What follows belongs to an exercise in optimizing a design on an open flow for small area and a short achievable clock period; a production flow would make more cautious choices.
The RTL was checked by simulation tests, not by an equivalence proof against the original design.
No activity file was given, so power comes from the tool's default toggle rates.

## Dividor_Segmentado
module Dividor_Segmentado #(
    parameter integer tamanyo = 32
) (
    input CLK, RSTa, Start,
    input logic [tamanyo-1:0] Num, Den,
    output logic Done,
    output logic [tamanyo-1:0] Coc, Res
);
    logic s0_v, s0_sn, s0_ci;
    logic [31:0] s0_dn, s0_qr;    
    logic [2:0] s0_p;    
    logic [1:0] s0_hz;    
    logic s1_v, s1_sn, s1_ci;
    logic [31:0] s1_dn, s1_qr;    
    logic [4:0] s1_p;    
    logic s2_v, s2_sn, s2_ci;
    logic [31:0] s2_dn, s2_qr;    
    logic [5:0] s2_p;    
    logic s3_v, s3_sn, s3_ci;
    logic [31:0] s3_dn, s3_qr;    
    logic [6:0] s3_p;    
    logic s4_v, s4_sn, s4_ci;
    logic [31:0] s4_dn, s4_qr;    
    logic [7:0] s4_p;    
    logic s5_v, s5_sn, s5_ci;
    logic [31:0] s5_dn, s5_qr;    
    logic [8:0] s5_p;    
    logic s6_v, s6_sn, s6_ci;
    logic [31:0] s6_dn, s6_qr;    
    logic [9:0] s6_p;    
    logic s7_v, s7_sn, s7_ci;
    logic [31:0] s7_dn, s7_qr;    
    logic [10:0] s7_p;    
    logic s8_v, s8_sn, s8_ci;
  ...
For scale: roughly 11,000 cells after synthesis.
make LEC_CHECK=0 ABC_AREA=1 CAP_MARGIN=30 CORE_MARGIN=2 CORE_UTILIZATION=46 CTS_CLUSTER_DIAMETER=100 CTS_CLUSTER_SIZE=30 SETUP_SLACK_MARGIN=3.65 SLEW_MARGIN=30 TNS_END_PERCENT=0 finish   # period 6.0 ns
run.sh (not shown) runs the stock make flow with config.mk's settings and CLKGATE_MAP_FILE= SYNTH_SCRIPT=/design/flow/synth_recipe.tcl, a recipe that flattens the netlist after the stock synthesis.
Edit:
Settings changed: CORE_UTILIZATION 46 to 40, SETUP_SLACK_MARGIN 3.65 to 3.6, TNS_END_PERCENT 0 to default.
What happened:
- The new run ran to the end with no violations
- synthesized cell count stays the same
- sequential cell count stays the same
- final cell count grows by 3.8%
- power grows by 3.4%
- design area grows by 2.2%
- setup slack improved by 48 ps
- via count grows by 0.34%
- critical path depth stays the same
- first-iteration DRC count shrinks by 6.7%
Edit:
Settings changed: TNS_END_PERCENT from default to 5.
- first-iteration DRC count rises by 1.7%
- count of clock-buffer cells in the layout stays the same
- synthesized cell count is unchanged
- worst setup slack hardly moves
- cell count hardly moves
- register-to-register slack gains 40 ps
- maximum frequency stays flat
- design area falls by 0.81%
- wire length falls by 0.55%
Edit:
Settings changed: SETUP_SLACK_MARGIN 3.6 to 3.65, TNS_END_PERCENT 5 to 0.
Effect:
- The new run produced a clean layout
- clock power grows by 4.1%
- maximum frequency barely changes
- total power shrinks by 0.30%
- setup slack gets worse by 7.1 ps
- cell count barely changes
- sequential share of layout area grows by 0.15 points
- utilization shrinks by 0.15 points
- final area shrinks by 0.33%
- first-iteration DRC count shrinks by 0.36%
- die area does not change
- register-to-register slack is about the same
Edit:
Settings changed: GPL_ROUTABILITY_DRIVEN from default to 0, SETUP_SLACK_MARGIN 3.65 to 3.6, TNS_END_PERCENT 0 to 5.
Flip-flop and latch count stays the same. Non-clock buffer count falls by 4. Area after synthesis stays the same. Power is about the same. Count of clock-buffer cells in the layout falls by 5.


Setup of run A:
Starting RTL as in the previous note.
clock: 6.0 ns
lec_check: 0
abc_area: 1
cap_margin: 30
core_margin: 2
core_utilization: 40
cts_cluster_diameter: 100
cts_cluster_size: 30
setup_slack_margin: 3.75
slew_margin: 30
tns_end_percent: 5
Setup changes, run A to run B
Settings: SETUP_SLACK_MARGIN: 3.75 -> 3.6; PLACE_DENSITY: unset -> 0.72.
## What came out
Diff run B..run A | top-level I/O count | negligible
Diff run A -> run B: average cell area after synthesis stayed essentially flat, total met3 wirelength after detailed routing fell by 16%.
Delta (run B minus run A): number of nets with antenna violations after detailed routing has remained practically unchanged; total of hold buffers inserted after clock tree synthesis has remained practically unchanged; met3 track demand over resource in global routing has remained practically unchanged; total power has decreased.
Portion of the layout cell area used by non-clock buffers ended up 0.73 points lower on run B than on run A.
Compared with run A, in run B final critical-path required period grew by 110 ps; design area -2.1%; first-pass GRT wire length shrank by 28000 um.
The following lists how run C was set up differently from run B:
Settings: SETUP_SLACK_MARGIN now 3.55, was 3.6; TNS_END_PERCENT now 0, was 5; PLACE_DENSITY no longer set, was 0.72.
### Flow results
Detailed route, run C vs run B: via total higher for run C. Cmp run C and run B / global-route wire length before repair / higher: run C. Core utilization: run B vs run C, no meaningful difference. From run B to run C the numbers moved as follows: sequential share of layout area barely changed, met1 demand-to-capacity share in global routing climbed 3.5 points, peak ir drop on the vdd network dropped 15%. Compare run C and run B | switching share of power higher: run C. Any difference in final-stage net count between run C and run B is small enough to ignore. | post-layout minimum cycle time | run C vs run B | better |. Max per-cell routed wire length across run C and run B: run C. Detailed-route wire length: run C > run B.

## static timing again, ports no longer ideal
Ports are ideal in the flow. The routed layouts listed here were re-timed in OpenROAD. Step 1 sets driving cells, clkbuf_16 on the clock port and buf_2 on the other inputs (assumed; they add their load-dependent delay and slew). Step 2 moves the port delays by t, midway between the first and last clock arrival at a register: inputs arrive t later, outputs are due t later. That takes back most of the time a late clock gives input paths. a / b / c = ideal / step 1 / step 2; a / b = the first two.
run | t, ns | slack for setup (ns) | hold WS [ns] | pins driven straight from the clock port
the first run of note 1 | 0.839 | 3.462 / 3.417 / 2.997 | 0.319 / 0.319 / 0.319 | 1
the second run of note 1 | 0.851 | 3.511 / 3.456 / 3.006 | 0.261 / 0.261 / 0.261 | 1
the third run of note 1 | 0.859 | 3.513 / 3.423 / 2.975 | 0.317 / 0.317 / 0.317 | 1
the fourth run of note 1 | 0.856 | 3.506 / 3.425 / 2.991 | 0.317 / 0.317 / 0.317 | 1
the fifth run of note 1 | 0.851 | 3.456 / 3.381 / 2.935 | 0.309 / 0.309 / 0.309 | 1
run A | 0.857 | 3.505 / 3.425 / 2.992 | 0.315 / 0.315 / 0.315 | 1
run B | 0.855 | 3.399 / 3.327 / 2.738 | 0.295 / 0.295 / 0.295 | 1
run C | 0.849 | 3.461 / 3.422 / 2.978 | 0.319 / 0.319 / 0.319 | 1
After both steps every run listed still meets setup and hold. For run B, which loses most, drivers alone change the setup slack by -0.072 ns; drivers and shift together by -0.661 ns.
